From an optimization exercise on the open Yosys and OpenROAD flow, aimed at small area, a short achievable clock period and few clock cycles per item; shortcuts taken in it are not production practice.

==> run a <==
==> flow/design.v <==
`timescale 1ns/1ps
module sphincs_compute_H_msg (
  input  wire         CLK,
  input  wire         RST,         
  input  wire         start,       
  input  wire [127:0] R_in,
  input  wire [127:0] PKseed,
  input  wire [127:0] PKroot,
  input  wire [263:0] msg,         
  output wire [271:0] H_msg,       
  output reg          valid
);
  localparam [255:0] IV = {
    32'h6a09e667, 32'hbb67ae85, 32'h3c6ef372, 32'ha54ff53a,
    32'h510e527f, 32'h9b05688c, 32'h1f83d9ab, 32'h5be0cd19
  };
  localparam [31:0] K0_PLUS_IVH = 32'h428a2f98 + 32'h5be0cd19;
  function [31:0] rotr;
    input [31:0] x;
    input integer n;
    rotr = (x >> n) | (x << (32 - n));
  endfunction
  function [63:0] csa;
    input [31:0] x, y, z;
    reg [31:0] s, c;
    begin
      s = x ^ y ^ z;
      c = (x & y) | (x & z) | (y & z);
      csa = {s, c[30:0], 1'b0};
    end
  endfunction
  function [31:0] kconst;
    input [5:0] i;
    case (i)
      6'd00: kconst = 32'h428a2f98; 6'd01: kconst = 32'h71374491;
      6'd02: kconst = 32'hb5c0fbcf; 6'd03: kconst = 32'he9b5dba5;
      6'd04: kconst = 32'h3956c25b; 6'd05: kconst = 32'h59f111f1;
      6'd06: kconst = 32'h923f82a4; 6'd07: kconst = 32'hab1c5ed5;
      6'd08: kconst = 32'hd807aa98; 6'd09: kconst = 32'h12835b01;
      6'd10: kconst = 32'h243185be; 6'd11: kconst = 32'h550c7dc3;
      6'd12: kconst = 32'h72be5d74; 6'd13: kconst = 32'h80deb1fe;
      6'd14: kconst = 32'h9bdc06a7; 6'd15: kconst = 32'hc19bf174;
      6'd16: kconst = 32'he49b69c1; 6'd17: kconst = 32'hefbe4786;
      6'd18: kconst = 32'h0fc19dc6; 6'd19: kconst = 32'h240ca1cc;
      6'd20: kconst = 32'h2de92c6f; 6'd21: kconst = 32'h4a7484aa;
      6'd22: kconst = 32'h5cb0a9dc; 6'd23: kconst = 32'h76f988da;
      6'd24: kconst = 32'h983e5152; 6'd25: kconst = 32'ha831c66d;
      6'd26: kconst = 32'hb00327c8; 6'd27: kconst = 32'hbf597fc7;
      6'd28: kconst = 32'hc6e00bf3; 6'd29: kconst = 32'hd5a79147;
      6'd30: kconst = 32'h06ca6351; 6'd31: kconst = 32'h14292967;
      6'd32: kconst = 32'h27b70a85; 6'd33: kconst = 32'h2e1b2138;
      6'd34: kconst = 32'h4d2c6dfc; 6'd35: kconst = 32'h53380d13;
      6'd36: kconst = 32'h650a7354; 6'd37: kconst = 32'h766a0abb;
      6'd38: kconst = 32'h81c2c92e; 6'd39: kconst = 32'h92722c85;
      6'd40: kconst = 32'ha2bfe8a1; 6'd41: kconst = 32'ha81a664b;
      6'd42: kconst = 32'hc24b8b70; 6'd43: kconst = 32'hc76c51a3;
      6'd44: kconst = 32'hd192e819; 6'd45: kconst = 32'hd6990624;
      6'd46: kconst = 32'hf40e3585; 6'd47: kconst = 32'h106aa070;
      6'd48: kconst = 32'h19a4c116; 6'd49: kconst = 32'h1e376c08;
      6'd50: kconst = 32'h2748774c; 6'd51: kconst = 32'h34b0bcb5;
      6'd52: kconst = 32'h391c0cb3; 6'd53: kconst = 32'h4ed8aa4a;
      6'd54: kconst = 32'h5b9cca4f; 6'd55: kconst = 32'h682e6ff3;
      6'd56: kconst = 32'h748f82ee; 6'd57: kconst = 32'h78a5636f;
      6'd58: kconst = 32'h84c87814; 6'd59: kconst = 32'h8cc70208;
      6'd60: kconst = 32'h90befffa; 6'd61: kconst = 32'ha4506ceb;
      6'd62: kconst = 32'hbef9a3f7; default: kconst = 32'hc67178f2;
    endcase
  endfunction
  reg        busy;      
  reg        su;        
  reg [1:0]  blk;       
  reg [5:0]  rnd;       
  wire       rounding = busy & ~su;
  wire       setup    = ~busy | su;           
  wire [1:0] sblk     = busy ? blk : 2'd0;    
  wire       last     = (rnd == 6'd63);
  always @(posedge CLK or negedge RST) begin
    if (RST == 1'b0) begin
      busy  <= 1'b0;
      su    <= 1'b0;
      blk   <= 2'd0;
      rnd   <= 6'd0;
      valid <= 1'b0;
    end else begin
      valid <= rounding & last & (blk == 2'd3);
      if (!busy) begin
        if (start) begin
          busy <= 1'b1;
          su   <= 1'b0;
          blk  <= 2'd0;
          rnd  <= 6'd0;
        end
      end else if (su) begin
        su <= 1'b0;
      end else begin
        rnd <= rnd + 6'd1;
        if (last) begin
          if (blk == 2'd3) busy <= 1'b0;
          else begin
            su  <= 1'b1;
            blk <= blk + 2'd1;
          end
        end
      end
    end
  end
  reg [31:0] a, b, c, d, e, f, g, h;
  reg [31:0] P;
  reg [31:0] w0, w1, w2, w3, w4, w5, w6, w7, w8, w9, w10, w11, w12, w13, w14, w15;
  reg [255:0] hr;        
  reg [15:0]  t1top;     
  wire [255:0] state = {a, b, c, d, e, f, g, h};
  wire         ff_hr = busy & su & (blk == 2'd2);
  wire [255:0] ffx   = ff_hr ? hr : IV;
  wire [255:0] ff;
  genvar gi;
  generate
    for (gi = 0; gi < 8; gi = gi + 1) begin : g_ff
      assign ff[32*gi +: 32] = ffx[32*gi +: 32] + state[32*gi +: 32];
    end
  endgenerate
  assign H_msg = {ff, t1top};
  wire [31:0] S1 = rotr(e, 6) ^ rotr(e, 11) ^ rotr(e, 25);
  wire [31:0] S0 = rotr(a, 2) ^ rotr(a, 13) ^ rotr(a, 22);
  wire [31:0] ch = (e & f) ^ (~e & g);
  wire [31:0] mj = (a & b) | (c & (a | b));
  wire [63:0] l1 = csa(P, S1, ch);
  wire [63:0] le = csa(d, l1[63:32], l1[31:0]);
  wire [63:0] la2 = csa(l1[63:32], l1[31:0], S0);
  wire [63:0] la3 = csa(la2[63:32], la2[31:0], mj);
  wire [31:0] e_new = le[63:32] + le[31:0];
  wire [31:0] a_new = la3[63:32] + la3[31:0];
  wire [511:0] blk0 = {R_in, PKseed, PKroot, msg[263:136]};
  reg [31:0] srcw;
  always @* begin
    srcw = 32'h0;
    case (blk)
      2'd0: srcw = blk0[511 - 32*(rnd[3:0] + 4'd2) -: 32];
      2'd1: case (rnd[3:0] + 4'd2)
              4'd2:  srcw = msg[71:40];
              4'd3:  srcw = msg[39:8];
              4'd4:  srcw = {msg[7:0], 8'h80, 16'h0};
              4'd15: srcw = 32'h00000288;
              default: srcw = 32'h0;
            endcase
      default: case (rnd[3:0] + 4'd2)
              4'd2:  srcw = hr[191:160];
              4'd3:  srcw = hr[159:128];
              4'd4:  srcw = hr[127:96];
              4'd5:  srcw = hr[95:64];
              4'd6:  srcw = hr[63:32];
              4'd7:  srcw = hr[31:0];
              4'd8:  srcw = {31'h0, ~blk[0]};
              4'd9:  srcw = 32'h80000000;
              4'd15: srcw = 32'h00000120;
              default: srcw = 32'h0;
            endcase
    endcase
  end
  reg [31:0] src0, src1;
  always @* begin
    case (sblk)
      2'd0: begin src0 = R_in[127:96];  src1 = R_in[95:64];  end
      2'd1: begin src0 = msg[135:104];  src1 = msg[103:72];  end
      2'd2: begin src0 = ff[255:224];   src1 = ff[223:192];  end
      default: begin src0 = hr[255:224]; src1 = hr[223:192]; end
    endcase
  end
  wire [31:0] s0w = rotr(w1, 7) ^ rotr(w1, 18) ^ (w1 >> 3);
  wire [31:0] s1w = rotr(w14, 17) ^ rotr(w14, 19) ^ (w14 >> 10);
  wire [63:0] lw1 = csa(w0, w9, s0w);
  wire [63:0] lw2 = csa(lw1[63:32], lw1[31:0], s1w);
  wire [31:0] wcomp = lw2[63:32] + lw2[31:0];
  reg  [31:0] px, pw, pk;
  always @* begin
    if (setup) begin
      pk = K0_PLUS_IVH;
      case (sblk)
        2'd0: begin px = 32'h0; pw = R_in[127:96]; end
        2'd1: begin px = h;     pw = msg[135:104]; end
        2'd2: begin px = a;     pw = hr[255:224];  end
        default: begin px = 32'h0; pw = hr[255:224]; end
      endcase
    end else begin
      pk = kconst(rnd + 6'd1);
      px = g;
      pw = w15;
    end
  end
  wire [63:0] lp = csa(px, pw, pk);
  wire [31:0] p_new = lp[63:32] + lp[31:0];
  always @(posedge CLK) begin
    P <= p_new;
    if (setup) begin
      if (sblk == 2'd1) {a, b, c, d, e, f, g, h} <= ff;
      else              {a, b, c, d, e, f, g, h} <= IV;
    end else begin
      {a, b, c, d, e, f, g, h} <= {a_new, a, b, c, e_new, e, f, g};
    end
    {w0, w1, w2, w3, w4, w5, w6, w7, w8, w9, w10, w11, w12, w13} <=
      {w1, w2, w3, w4, w5, w6, w7, w8, w9, w10, w11, w12, w13, w14};
    if (setup) begin
      w14 <= src0;
      w15 <= src1;
    end else begin
      w14 <= w15;
      w15 <= (rnd < 6'd14) ? srcw : wcomp;
    end
    if (busy & su & (blk == 2'd1 | blk == 2'd2)) hr <= ff;
    if (busy & su & (blk == 2'd3)) t1top <= ff[255:240];
  end
endmodule
==> flow/run.sh <==
#!/bin/bash
# synth_recipe.tcl (not shown) runs the flow's synth.tcl, then flattens the netlist and writes it again
# the make line also repeats each setting of config.mk as NAME=value (left out here)
make -C /OpenROAD-flow-scripts/flow DESIGN_CONFIG=/design/flow/config.mk WORK_HOME=/design/flow/orfs CLKGATE_MAP_FILE= SYNTH_SCRIPT=/design/flow/synth_recipe.tcl finish
==> flow/config.mk <==
export PLATFORM = sky130hd
export DESIGN_NAME = sphincs_compute_H_msg
export DESIGN_NICKNAME = sphincs_compute_H_msg
export VERILOG_FILES = /design/flow/design.v
export SDC_FILE = /design/flow/constraint.sdc
export NUM_CORES = 4
export LEC_CHECK = 0
export CAP_MARGIN = 20
export CORE_MARGIN = 2
export CORE_UTILIZATION = 40
export SLEW_MARGIN = 20
==> flow/constraint.sdc <==
create_clock -name core_clock -period 10.0 [get_ports {CLK}]
set_input_delay 2.0000 -clock core_clock [delete_from_list [all_inputs] [get_ports {CLK}]]
set_output_delay 2.0000 -clock core_clock [all_outputs]
set_load 0.01 [all_outputs]
==> run b (differences from run a) <==
==> flow/design.v, changed modules only <==
module sphincs_compute_H_msg (
  input  wire         CLK,
  input  wire         RST,         
  input  wire         start,       
  input  wire [127:0] R_in,
  input  wire [127:0] PKseed,
  input  wire [127:0] PKroot,
  input  wire [263:0] msg,         
  output wire [271:0] H_msg,       
  output reg          valid
);
  localparam [255:0] IV = {
    32'h6a09e667, 32'hbb67ae85, 32'h3c6ef372, 32'ha54ff53a,
    32'h510e527f, 32'h9b05688c, 32'h1f83d9ab, 32'h5be0cd19
  };
  localparam [31:0] K0_PLUS_IVH = 32'h428a2f98 + 32'h5be0cd19;
  function [31:0] rotr;
    input [31:0] x;
    input integer n;
    rotr = (x >> n) | (x << (32 - n));
  endfunction
  function [63:0] csa;
    input [31:0] x, y, z;
    reg [31:0] s, c;
    begin
      s = x ^ y ^ z;
      c = (x & y) | (x & z) | (y & z);
      csa = {s, c[30:0], 1'b0};
    end
  endfunction
  function [31:0] knext;
    input [5:0] i;
    case (i)
      6'd00: knext = 32'h71374491;
      6'd01: knext = 32'hb5c0fbcf;
      6'd02: knext = 32'he9b5dba5;
      6'd03: knext = 32'h3956c25b;
      6'd04: knext = 32'h59f111f1;
      6'd05: knext = 32'h923f82a4;
      6'd06: knext = 32'hab1c5ed5;
      6'd07: knext = 32'hd807aa98;
      6'd08: knext = 32'h12835b01;
      6'd09: knext = 32'h243185be;
      6'd10: knext = 32'h550c7dc3;
      6'd11: knext = 32'h72be5d74;
      6'd12: knext = 32'h80deb1fe;
      6'd13: knext = 32'h9bdc06a7;
      6'd14: knext = 32'hc19bf174;
      6'd15: knext = 32'he49b69c1;
      6'd16: knext = 32'hefbe4786;
      6'd17: knext = 32'h0fc19dc6;
      6'd18: knext = 32'h240ca1cc;
      6'd19: knext = 32'h2de92c6f;
      6'd20: knext = 32'h4a7484aa;
      6'd21: knext = 32'h5cb0a9dc;
      6'd22: knext = 32'h76f988da;
      6'd23: knext = 32'h983e5152;
      6'd24: knext = 32'ha831c66d;
      6'd25: knext = 32'hb00327c8;
      6'd26: knext = 32'hbf597fc7;
      6'd27: knext = 32'hc6e00bf3;
      6'd28: knext = 32'hd5a79147;
      6'd29: knext = 32'h06ca6351;
      6'd30: knext = 32'h14292967;
      6'd31: knext = 32'h27b70a85;
      6'd32: knext = 32'h2e1b2138;
      6'd33: knext = 32'h4d2c6dfc;
      6'd34: knext = 32'h53380d13;
      6'd35: knext = 32'h650a7354;
      6'd36: knext = 32'h766a0abb;
      6'd37: knext = 32'h81c2c92e;
      6'd38: knext = 32'h92722c85;
      6'd39: knext = 32'ha2bfe8a1;
      6'd40: knext = 32'ha81a664b;
      6'd41: knext = 32'hc24b8b70;
      6'd42: knext = 32'hc76c51a3;
      6'd43: knext = 32'hd192e819;
      6'd44: knext = 32'hd6990624;
      6'd45: knext = 32'hf40e3585;
      6'd46: knext = 32'h106aa070;
      6'd47: knext = 32'h19a4c116;
      6'd48: knext = 32'h1e376c08;
      6'd49: knext = 32'h2748774c;
      6'd50: knext = 32'h34b0bcb5;
      6'd51: knext = 32'h391c0cb3;
      6'd52: knext = 32'h4ed8aa4a;
      6'd53: knext = 32'h5b9cca4f;
      6'd54: knext = 32'h682e6ff3;
      6'd55: knext = 32'h748f82ee;
      6'd56: knext = 32'h78a5636f;
      6'd57: knext = 32'h84c87814;
      6'd58: knext = 32'h8cc70208;
      6'd59: knext = 32'h90befffa;
      6'd60: knext = 32'ha4506ceb;
      6'd61: knext = 32'hbef9a3f7;
      6'd62: knext = 32'hc67178f2;
      default: knext = 32'h428a2f98;
    endcase
  endfunction
  reg        busy;      
  reg        su;        
  reg [1:0]  blk;       
  reg [5:0]  rnd;       
  wire       rounding = busy & ~su;
  wire       setup    = ~busy | su;           
  wire [1:0] sblk     = busy ? blk : 2'd0;    
  wire       last     = (rnd == 6'd63);
  wire       fin      = busy & su & (blk == 2'd0);   
  always @(posedge CLK or negedge RST) begin
    if (RST == 1'b0) begin
      busy  <= 1'b0;
      su    <= 1'b0;
      blk   <= 2'd0;
      rnd   <= 6'd0;
      valid <= 1'b0;
    end else begin
      valid <= fin;
      if (!busy) begin
        if (start) begin
          busy <= 1'b1;
          su   <= 1'b0;
          blk  <= 2'd0;
          rnd  <= 6'd0;
        end
      end else if (su) begin
        su <= 1'b0;
        if (blk == 2'd0) busy <= 1'b0;    
      end else begin
        rnd <= rnd + 6'd1;
        if (last) begin
          su  <= 1'b1;
          blk <= blk + 2'd1;
        end
      end
    end
  end
  reg [31:0] a, b, c, d, e, f, g, h;
  reg [31:0] P;
  reg [31:0] w0, w1, w2, w3, w4, w5, w6, w7, w8, w9, w10, w11, w12, w13, w14, w15;
  reg [255:0] hr;        
  reg [15:0]  t1top;     
  wire [255:0] state = {a, b, c, d, e, f, g, h};
  wire         ff_hr = busy & su & (blk == 2'd2);
  wire [255:0] ffx   = ff_hr ? hr : IV;
  wire [255:0] ff;
  genvar gi;
  generate
    for (gi = 0; gi < 8; gi = gi + 1) begin : g_ff
      assign ff[32*gi +: 32] = ffx[32*gi +: 32] + state[32*gi +: 32];
    end
  endgenerate
  assign H_msg = {a, b, c, d, e, f, g, h, t1top};
  wire [31:0] S1 = rotr(e, 6) ^ rotr(e, 11) ^ rotr(e, 25);
  wire [31:0] S0 = rotr(a, 2) ^ rotr(a, 13) ^ rotr(a, 22);
  wire [31:0] ch = (e & f) ^ (~e & g);
  wire [31:0] mj = (a & b) | (c & (a | b));
  wire [63:0] l1 = csa(P, S1, ch);
  wire [63:0] le = csa(d, l1[63:32], l1[31:0]);
  wire [63:0] la2 = csa(l1[63:32], l1[31:0], S0);
  wire [63:0] la3 = csa(la2[63:32], la2[31:0], mj);
  wire [31:0] e_new = le[63:32] + le[31:0];
  wire [31:0] a_new = la3[63:32] + la3[31:0];
  wire [511:0] blk0 = {R_in, PKseed, PKroot, msg[263:136]};
  reg [31:0] srcw;
  always @* begin
    srcw = 32'h0;
    case (blk)
      2'd0: srcw = blk0[511 - 32*(rnd[3:0] + 4'd2) -: 32];
      2'd1: case (rnd[3:0] + 4'd2)
              4'd2:  srcw = msg[71:40];
              4'd3:  srcw = msg[39:8];
              4'd4:  srcw = {msg[7:0], 8'h80, 16'h0};
              4'd15: srcw = 32'h00000288;
              default: srcw = 32'h0;
            endcase
      default: case (rnd[3:0] + 4'd2)
              4'd2:  srcw = hr[191:160];
              4'd3:  srcw = hr[159:128];
              4'd4:  srcw = hr[127:96];
              4'd5:  srcw = hr[95:64];
              4'd6:  srcw = hr[63:32];
              4'd7:  srcw = hr[31:0];
              4'd8:  srcw = {31'h0, ~blk[0]};
              4'd9:  srcw = 32'h80000000;
              4'd15: srcw = 32'h00000120;
              default: srcw = 32'h0;
            endcase
    endcase
  end
  reg [31:0] src0, src1;
  always @* begin
    case (sblk)
      2'd0: begin src0 = R_in[127:96];  src1 = R_in[95:64];  end
      2'd1: begin src0 = msg[135:104];  src1 = msg[103:72];  end
      2'd2: begin src0 = ff[255:224];   src1 = ff[223:192];  end
      default: begin src0 = hr[255:224]; src1 = hr[223:192]; end
    endcase
  end
  wire [31:0] s0w = rotr(w1, 7) ^ rotr(w1, 18) ^ (w1 >> 3);
  wire [31:0] s1w = rotr(w14, 17) ^ rotr(w14, 19) ^ (w14 >> 10);
  wire [63:0] lw1 = csa(w0, w9, s0w);
  wire [63:0] lw2 = csa(lw1[63:32], lw1[31:0], s1w);
  wire [31:0] wcomp = lw2[63:32] + lw2[31:0];
  reg  [31:0] px, pw, pk;
  always @* begin
    if (setup) begin
      pk = K0_PLUS_IVH;
      case (sblk)
        2'd0: begin px = 32'h0; pw = R_in[127:96]; end
        2'd1: begin px = h;     pw = msg[135:104]; end
        2'd2: begin px = a;     pw = hr[255:224];  end
        default: begin px = 32'h0; pw = hr[255:224]; end
      endcase
    end else begin
      pk = knext(rnd);
      px = g;
      pw = w15;
    end
  end
  wire [63:0] lp = csa(px, pw, pk);
  wire [31:0] p_new = lp[63:32] + lp[31:0];
  always @(posedge CLK) begin
    P <= p_new;
    if (setup) begin
      if (sblk == 2'd1 || fin) {a, b, c, d, e, f, g, h} <= ff;
      else              {a, b, c, d, e, f, g, h} <= IV;
    end else begin
      {a, b, c, d, e, f, g, h} <= {a_new, a, b, c, e_new, e, f, g};
    end
    {w0, w1, w2, w3, w4, w5, w6, w7, w8, w9, w10, w11, w12, w13} <=
      {w1, w2, w3, w4, w5, w6, w7, w8, w9, w10, w11, w12, w13, w14};
    if (setup) begin
      w14 <= src0;
      w15 <= src1;
    end else begin
      w14 <= w15;
      w15 <= (rnd < 6'd14) ? srcw : wcomp;
    end
    if (busy & su & (blk == 2'd1 | blk == 2'd2)) hr <= ff;
    if (busy & su & (blk == 2'd3)) t1top <= ff[255:240];
  end
endmodule
--- a/flow/config.mk
+++ b/flow/config.mk
@@ -5,7 +5,9 @@
 export SDC_FILE = /design/flow/constraint.sdc
 export NUM_CORES = 4
 export LEC_CHECK = 0
+export ABC_CLOCK_PERIOD_IN_PS = 5000
 export CAP_MARGIN = 20
 export CORE_MARGIN = 2
 export CORE_UTILIZATION = 40
+export SETUP_SLACK_MARGIN = 4
 export SLEW_MARGIN = 20
==> summary of the runs <==
Against run b, the clock skew of run a is lower by 0.018 ns.
Against run b, the via count of run a is larger by 3.0%.
Between run a and run b, the lower global-route usage is in run a (gap 0.94 points).
Of run b and run a, run a has the higher critical path depth (gap 2).
Cell count: run b is smaller than run a (3.0%).
Between run b and run a, the lower core utilization is in run a (gap 0.77 points).
Against run a, the non-clock buffer count of run b is lower by 8.
Run a produced a clean layout. Run b passed the timing, DRC and antenna checks.
No functional check of the RTL was part of any run of this note.

-- static timing again, ports no longer ideal --
No port has a modelled driver above. Below, the same layouts with a new extraction and two added sets of constraints. Step 1: set_driving_cell puts a clkbuf_16 on CLK and a buf_2 on each other input, an assumption about the parent block. Step 2, shift: input delay + t, output delay - t, t = (earliest + latest rising clock arrival at the registers) / 2. This alone moves slack from input paths to output paths. Slacks: no drivers / after step 1 / after step 2; pairs: no drivers / after step 1.
| run | t (ns) | setup slack, ns | worst setup path at the end | worst data-port slew with drivers (ns) |
|---|---|---|---|---|
| run a | 0.876 | 1.103 / 1.010 / 1.886 | register to output | 0.31 |
| run b | 0.873 | 4.008 / 4.008 / 3.198 | input to register | 0.41 |
After both steps setup and hold are still met in every run listed. The setup slack of run b, which loses most, moves by 0.000 ns with the drivers and by -0.810 ns with both steps.
